This is an optimization exercise on Yosys and OpenROAD, whose aim is small area, a short achievable clock period and few clock cycles, not a production implementation.
Function was checked by simulation only, so behaviour that the tests miss may differ from the original.
Power is estimated from default activity; no workload was simulated.

===== flow/constraint.sdc =====
create_clock -name core_clock -period 10.0 [get_ports {clk}]
set_input_delay 2.0000 -clock core_clock [delete_from_list [all_inputs] [get_ports {clk}]]
set_output_delay 2.0000 -clock core_clock [all_outputs]
set_load 0.01 [all_outputs]

===== flow/design.v =====
module PE(
    input           clk,
    input           rst_n,
    input           done,
    input [7:0]     west_in,
    input [7:0]     north_in,
    output reg [7:0]    east_out,
    output reg [7:0]    south_out,
    output reg [31:0]   result
);
reg [31:0] mult_res;
always @(negedge clk or negedge rst_n) begin
    if(!rst_n) begin
        east_out <= 8'b0;
        south_out <= 8'b0;
        result <= 32'b0;
        mult_res <= 32'b0;
    end
    else if(done) begin
        mult_res <= 32'b0;
        result <= 32'b0;
    end
    else begin
        mult_res <= west_in * north_in;
        result <= result + mult_res;
        east_out <= west_in;
        south_out <= north_in;
    end
end
endmodule
module TPU(
    clk,
    rst_n,
    in_valid,
    K,
    M,
    N,
    busy,
    A_wr_en,
    A_index,
    A_data_in,
    A_data_out,
    B_wr_en,
    B_index,
    B_data_in,
    B_data_out,
    C_wr_en,
    C_index,
    C_data_in,
    C_data_out
);
input               clk;
input               rst_n;
input               in_valid;
input [7:0]         K;
input [7:0]         M;
input [7:0]         N;
output reg          busy;
output reg          A_wr_en;
output reg [15:0]   A_index;
output reg [31:0]   A_data_in;
input      [31:0]   A_data_out;
output reg          B_wr_en;
output reg [15:0]   B_index;
output reg [31:0]   B_data_in;
input      [31:0]   B_data_out;
output reg          C_wr_en;
output reg [15:0]   C_index;
output reg [127:0]  C_data_in;
input      [127:0]  C_data_out;
integer i, j;
reg     done;
wire [7:0]      east_out[3:0][3:0];
wire [7:0]      south_out[3:0][3:0];
wire [127:0]    result[3:0];
reg [7:0]   A_data_reg [3:0][3:0];
reg [7:0]   B_data_reg [3:0][3:0];
reg [15:0]  counter;
reg [7:0]   K_reg, M_per_compute, M_reg, N_per_compute, N_reg;
reg [7:0]   M_div, M_mod, N_div, N_mod;
reg [7:0]   row_grp, col_grp;
PE P00(clk, rst_n, done, A_data_reg[0][0], B_data_reg[0][0], east_out[0][0], south_out[0][0], result[0][127:96]);
PE P01(clk, rst_n, done, east_out[0][0], B_data_reg[1][0], east_out[0][1], south_out[0][1], result[0][95:64]);
PE P02(clk, rst_n, done, east_out[0][1], B_data_reg[2][0], east_out[0][2], south_out[0][2], result[0][63:32]);
PE P03(clk, rst_n, done, east_out[0][2], B_data_reg[3][0], east_out[0][3], south_out[0][3], result[0][31:0]);
PE P10(clk, rst_n, done, A_data_reg[1][0], south_out[0][0], east_out[1][0], south_out[1][0], result[1][127:96]);
PE P11(clk, rst_n, done, east_out[1][0], south_out[0][1], east_out[1][1], south_out[1][1], result[1][95:64]);
PE P12(clk, rst_n, done, east_out[1][1], south_out[0][2], east_out[1][2], south_out[1][2], result[1][63:32]);
PE P13(clk, rst_n, done, east_out[1][2], south_out[0][3], east_out[1][3], south_out[1][3], result[1][31:0]);
PE P20(clk, rst_n, done, A_data_reg[2][0], south_out[1][0], east_out[2][0], south_out[2][0], result[2][127:96]);
PE P21(clk, rst_n, done, east_out[2][0], south_out[1][1], east_out[2][1], south_out[2][1], result[2][95:64]);
PE P22(clk, rst_n, done, east_out[2][1], south_out[1][2], east_out[2][2], south_out[2][2], result[2][63:32]);
PE P23(clk, rst_n, done, east_out[2][2], south_out[1][3], east_out[2][3], south_out[2][3], result[2][31:0]);
PE P30(clk, rst_n, done, A_data_reg[3][0], south_out[2][0], east_out[3][0], south_out[3][0], result[3][127:96]);
PE P31(clk, rst_n, done, east_out[3][0], south_out[2][1], east_out[3][1], south_out[3][1], result[3][95:64]);
PE P32(clk, rst_n, done, east_out[3][1], south_out[2][2], east_out[3][2], south_out[3][2], result[3][63:32]);
PE P33(clk, rst_n, done, east_out[3][2], south_out[2][3], east_out[3][3], south_out[3][3], result[3][31:0]);
always @ (posedge clk or negedge rst_n) begin
    if(!rst_n) begin
        busy <= 1'b0;
        done <= 1'b0;
        A_wr_en <= 1'b0;
        A_index <= 16'b0;
        A_data_in <= 32'b0;
        B_wr_en <= 1'b0;
        B_index <= 16'b0;
        B_data_in <= 32'b0;
        C_wr_en <= 1'b0;
        C_index <= 16'b0;
        C_data_in <= 128'b0;
        counter <= 16'b0;
        K_reg <= 8'b0;
        M_reg <= 8'b0;
        N_reg <= 8'b0;
        for(i=0; i<4; i=i+1) begin
            for(j=0; j<4; j=j+1) begin
                A_data_reg[i][j] <= 8'b0;
                B_data_reg[i][j] <= 8'b0;
            end
        end
    end
    else if(in_valid) begin
        busy <= 1'b1;
        done <= 1'b0;
        M_reg <= M;
        K_reg <= K;
        N_reg <= N;
        M_mod = M % 4;
        N_mod = N % 4;
        M_div = (M_mod == 0 ? M/4 : M/4 + 1);
        N_div = (N_mod == 0 ? N/4 : N/4 + 1);
        col_grp <= 8'b0;
        row_grp <= 8'b0;
    end
    else if(busy) begin
        done = 1'b0;
        N_per_compute = (col_grp+1 == N_div && N_mod != 0 ? N_mod : 4);
        M_per_compute = (row_grp+1 == M_div && M_mod != 0 ? M_mod : 4);
        for(i=0; i<4; i=i+1) begin
            A_data_reg[i][0] = A_data_reg[i][1];
            A_data_reg[i][1] = A_data_reg[i][2];
            A_data_reg[i][2] = A_data_reg[i][3];
            A_data_reg[i][3] = 8'b0;
            B_data_reg[i][0] = B_data_reg[i][1];
            B_data_reg[i][1] = B_data_reg[i][2];
            B_data_reg[i][2] = B_data_reg[i][3];
            B_data_reg[i][3] = 8'b0;
        end
        if(counter < K_reg) begin
            A_data_reg[0][0] = A_data_out[31: 24];
            A_data_reg[1][1] = A_data_out[23: 16];
            A_data_reg[2][2] = A_data_out[15: 8];
            A_data_reg[3][3] = A_data_out[7: 0];
            B_data_reg[0][0] = B_data_out[31: 24];
            B_data_reg[1][1] = B_data_out[23: 16];
            B_data_reg[2][2] = B_data_out[15: 8];
            B_data_reg[3][3] = B_data_out[7: 0];
        end
        if(counter < K_reg) begin
            A_index = A_index + 1;
            B_index = B_index + 1;
        end
        else begin
            A_index = (row_grp+1 == M_div ? 16'b0 : K_reg * (row_grp + 1));
            B_index = (row_grp+1 == M_div ? K_reg * (col_grp + 1) : K_reg * col_grp);
        end
        if(counter >= K_reg + N_per_compute) begin
            C_wr_en = 1'b1;
            C_index = col_grp * M_reg + row_grp * 4 + counter - K_reg - N_per_compute;
            C_data_in = result[counter - K_reg - N_per_compute];
        end
        else begin
            C_wr_en = 1'b0;
            C_index = 16'b0;
        end
        counter <= counter + 1;
        if(counter == K_reg + M_per_compute + N_per_compute) begin
            if(row_grp+1 == M_div && col_grp+1 == N_div) begin
                busy <= 1'b0;
                A_index = 16'b0;
                B_index = 16'b0;
            end
            else if(row_grp+1 < M_div) begin
                row_grp = row_grp + 1;
            end
            else if(row_grp+1 == M_div) begin
                col_grp = col_grp + 1;
                row_grp = 0;
            end
            done = 1'b1;
            counter <= 8'b0;
        end
    end
end
endmodule

===== flow/config.mk =====
export PLATFORM = sky130hd
export DESIGN_NAME = TPU
export DESIGN_NICKNAME = TPU
export VERILOG_FILES = /design/flow/design.v
export SDC_FILE = /design/flow/constraint.sdc
export NUM_CORES = 4
export LEC_CHECK = 0
export CAP_MARGIN = 20
export CORE_MARGIN = 2
export CORE_UTILIZATION = 40
export SLEW_MARGIN = 20

===== flow/run.sh =====
#!/bin/bash
# synth_recipe.tcl (not shown) runs the flow's synth.tcl, then flattens the netlist and writes it again
# the make line also repeats each setting of config.mk as NAME=value (left out here)
make -C /OpenROAD-flow-scripts/flow DESIGN_CONFIG=/design/flow/config.mk WORK_HOME=/design/flow/orfs CLKGATE_MAP_FILE= SYNTH_SCRIPT=/design/flow/synth_recipe.tcl finish

==> qor.tcl <==
set qor(grt_first_pass_wirelength_microns) 456000
set qor(max-slew-margin-rel_pct) 22.4
set qor(worst_setup_hold_path_clk_slew_ps) 60
set qor(maxSlewViolCount) 0
set qor(vdd_drop_max_uv) 271
set qor(buffers_on_ports) 268
set qor(yosys.area.top_type) {sky130_fd_sc_hd__dfrtn_1}
set qor(design.die.area_sq_um) 277000
set qor(synth_area_leaders) {sky130_fd_sc_hd__dfrtn_1, sky130_fd_sc_hd__fa_1, sky130_fd_sc_hd__ha_1}
set qor(hold_buffers) 0
set qor(portion_of_netlist_area_occupied_by_mux_cells_pct) 6.65
set qor(gp_congestion) 0.899
set qor(floorplan.die.height_microns) 526
set qor(setup_tns_ps) 0
set qor(synth_compound_area_share_pct) 8.19
set qor(grt_remaining_overflow) 0
set qor(transition_time_of_the_tightest_slew_check_pin_ps) 1150
set qor(power-per-cell-area_nw_per_um2) 292
set qor(power_leakage_uw) 0.0592
set qor(multi_input_comb_area_sq_um) 68400
set qor(cp-startpoint) {B_data_reg[11][2]}
set qor(path_class) {flop to flop}
set qor(io-pin-count) 463
set qor(ys_seq_area_share_pct) 31.5
set qor(synth_top_family_by_area) {adder cells}
set qor(cts-htree-levels) 4
set qor(grt_antenna_before_repair) 26
set qor(post-route-drc-count) 0
set qor(r2r.worst_path.cells) 15
set qor(routed_via_density) 5.29
set qor(dpl.hpwl_microns) 215000
set qor(timing.critical_path.fanout_max) 6
set qor(share_of_synthesized_registers_carrying_an_async_set_or_reset_pct) 97.5
set qor(grt_max_degree) 168
set qor(std_cell_rows) 191
set qor(post_dp_cell_area_sq_um) 115000
set qor(num-fill-cells) 25800
set qor(synth_simple_gate_area_share_pct) 16.5
set qor(setup.worst_path.start_class) {flop}
set qor(hold_path_origin) {B_data_reg[6][6]}
set qor(drt-pass1-iter-count) 6
set qor(rsz0062_at_grt) {false}
set qor(setup_violations) 0
set qor(clockRootBuffer) {sky130_fd_sc_hd__clkbuf_16}
set qor(critical_path.endpoint_type) {flop}
set qor(placeableCoreArea_sq_um) 271000
set qor(post_synth_fa_ha_maj_area_fraction_pct) 26.2
set qor(antenna_left) 0
set qor(synth_top_flop_cell) {sky130_fd_sc_hd__dfrtn_1}
set qor(finalWirelength_microns) 283000
set qor(run_status) {complete, no violations}
set qor(num-nets-final) 13300
set qor(floorplan.initialDensity_pct) 40.2
set qor(worst_ep_arrival_time_ps) 5440
set qor(final_layout_size_suffix_gt1_share_pct) 8.66
set qor(layout.cells.most_common_list) {sky130_fd_sc_hd__nand2_1, sky130_fd_sc_hd__inv_1, sky130_fd_sc_hd__ha_1}
set qor(worst_r2r_startpoint) {B_data_reg[11][2]}
set qor(maxCapViolations) 0
set qor(post_synth_inst_count) 11100
set qor(worst_clock_skew_ps) 74.9
set qor(yosysWarningCount) 6
set qor(largest_register_ffs) 128
set qor(drt_iter0_drc) 5281
set qor(sequential_cell_area_sq_um) 34300
set qor(final_common_cell) {sky130_fd_sc_hd__nand2_1}
set qor(portion_of_synthesized_cell_area_occupied_by_the_leading_cell_type_pct) 22.0
set qor(area_growth_syn_to_layout_pct) 11.3
set qor(timing.hold.worst.class) {flop to flop}
set qor(route.vias.total) 79200
set qor(worstSkewPairLatency_ps) 860
set qor(final_design_area_no_fill_sq_um) 121000
set qor(timing.final.hold_violations) 0
set qor(min_path_cells) 2
set qor(cp.required_ps) 5660
set qor(cts-root-to-sink-buffers) 4
set qor(clock_tree_from_tritoncts) {yes}
set qor(synth_cell_types) 95
set qor(fin_util_pct) 44.8
set qor(syn_area_sq_um) 109000
set qor(syn_avg_cell_area_sq_um) 9.78
set qor(routedWlPerCell_microns) 18.9
set qor(synth_seq_cells) 1365
set qor(first_global_vias) 81500
set qor(global_route.usage.total_pct) 20.4
set qor(cts-buffers-inserted) 172
set qor(synthXorXnorAreaFrac_pct) 4.88
set qor(cts.sink_count) 1365
set qor(floorplan.die.width_microns) 526
set qor(synth_enable_flop_cells) 34
-- power breakdown --
part | switching (uW) | internal, uW | total (uW)
Combinational | 10900 | 8560 | 19500
Clock | 2550 | 3850 | 6400
Sequential | 2120 | 7470 | 9590
-- cell families after synthesis --
| family | Yosys count |
|---|---|
| xor gates and xnor gates | 602 |
| DFF | 1365 |
| and+or+nand+nor | 3769 |
| adders and majority gates | 1812 |
| other | 1 |
| buffers and inverters | 1685 |
| AOI/OAI and AO/OA | 1398 |
| muxes | 516 |
-- path summary, 6_finish.rpt --
check	slack, ps	to
min reg2reg	440	B_data_reg[7][6]
max in group asynchronous	2840	P03.result[14]
min	440	B_data_reg[7][6]
min in group asynchronous	1490	C_data_in[41]
max	210	P01.mult_res[15]
max reg2reg	210	P01.mult_res[15]
-- metal layers --
layer / global-route usage (%) / up-vias / part of all wire, %
met5: 0 / - / 0.045
met2: 31.6 / 1986 / 44
met3: 3.19 / 392 / 5.8
met1: 30.0 / 39800 / 47
li1: - / 37000 / -
met4: 4.82 / 16 / 2.2
-- cells in the mapped netlist, types with 27 or more instances --
library cell               instances
sky130_fd_sc_hd__nand3_1         150
sky130_fd_sc_hd__mux2_2          385
sky130_fd_sc_hd__o31ai_1          33
sky130_fd_sc_hd__mux4_2          128
sky130_fd_sc_hd__xor2_1          274
sky130_fd_sc_hd__buf_4            66
sky130_fd_sc_hd__inv_1          1143
sky130_fd_sc_hd__o21ai_0         327
sky130_fd_sc_hd__and4_1           27
sky130_fd_sc_hd__dfrtp_1         371
sky130_fd_sc_hd__a31oi_1          65
sky130_fd_sc_hd__nor2_1          792
sky130_fd_sc_hd__and3_1           78
sky130_fd_sc_hd__o21bai_1         54
sky130_fd_sc_hd__clkbuf_1        436
sky130_fd_sc_hd__or3_1           106
sky130_fd_sc_hd__a21oi_1         373
sky130_fd_sc_hd__ha_1           1025
sky130_fd_sc_hd__dfrtn_1         960
sky130_fd_sc_hd__a21o_1          188
sky130_fd_sc_hd__o21a_1           47
sky130_fd_sc_hd__nor3_1          169
sky130_fd_sc_hd__a211oi_1         64
sky130_fd_sc_hd__edfxtp_1         34
sky130_fd_sc_hd__and2_1          635
sky130_fd_sc_hd__nor2b_1         216
sky130_fd_sc_hd__nand2_1        1393
sky130_fd_sc_hd__nand2b_1         31
sky130_fd_sc_hd__xnor2_1         324
sky130_fd_sc_hd__nand4_1          44
sky130_fd_sc_hd__fa_1            787
-- cell type report --
cell class              count  share of cell area, %
well taps                3570                   3.68
flip-flops and latches   1365                   28.3
inverters                1144                   3.54
diodes                     14                 0.0289
multi-input cells        8164                   56.4
clock inverters            64                  0.641
repair buffers            409                   3.32
clock buffers             243                   4.09
-- repair_timing --
| item | CTS | global route |
|---|---|---|
| endpoints found under the setup margin | 0 | 8 |
| gates resized for setup | 0 | 8 |
| setup buffers | 0 | 0 |
-- worst max-delay path, cell delays in order (launching register included) --
cell and delay, ps:
sky130_fd_sc_hd__dfrtp_1 430, sky130_fd_sc_hd__and2_1 200, sky130_fd_sc_hd__fa_1 440, sky130_fd_sc_hd__fa_1 500
sky130_fd_sc_hd__inv_1 60, sky130_fd_sc_hd__fa_1 530, sky130_fd_sc_hd__inv_1 50, sky130_fd_sc_hd__fa_1 430
sky130_fd_sc_hd__ha_1 300, sky130_fd_sc_hd__a21oi_1 220, sky130_fd_sc_hd__nor2b_1 80, sky130_fd_sc_hd__o21a_1 180
sky130_fd_sc_hd__o41ai_1 370, sky130_fd_sc_hd__o21ai_0 250, sky130_fd_sc_hd__a31oi_1 230, sky130_fd_sc_hd__mux2_2 350
-- through the flow --
stage / hold WS (ps) / power [uW] / setup WS [ps] / std cells
3_3_place_gp: 453 / 28400 / 203 / 14700
3_5_place_dp: 455 / 29000 / 129 / 14700
6_report: 444 / 35500 / 214 / 15000
5_1_grt: 458 / 38600 / 4.18 / 15000
4_1_cts: 444 / 35600 / 77.6 / 15000
2_1_floorplan: 439 / 23200 / 386 / 11200
Testbench counts, summed over its fixed seeds: cycles 469,779.
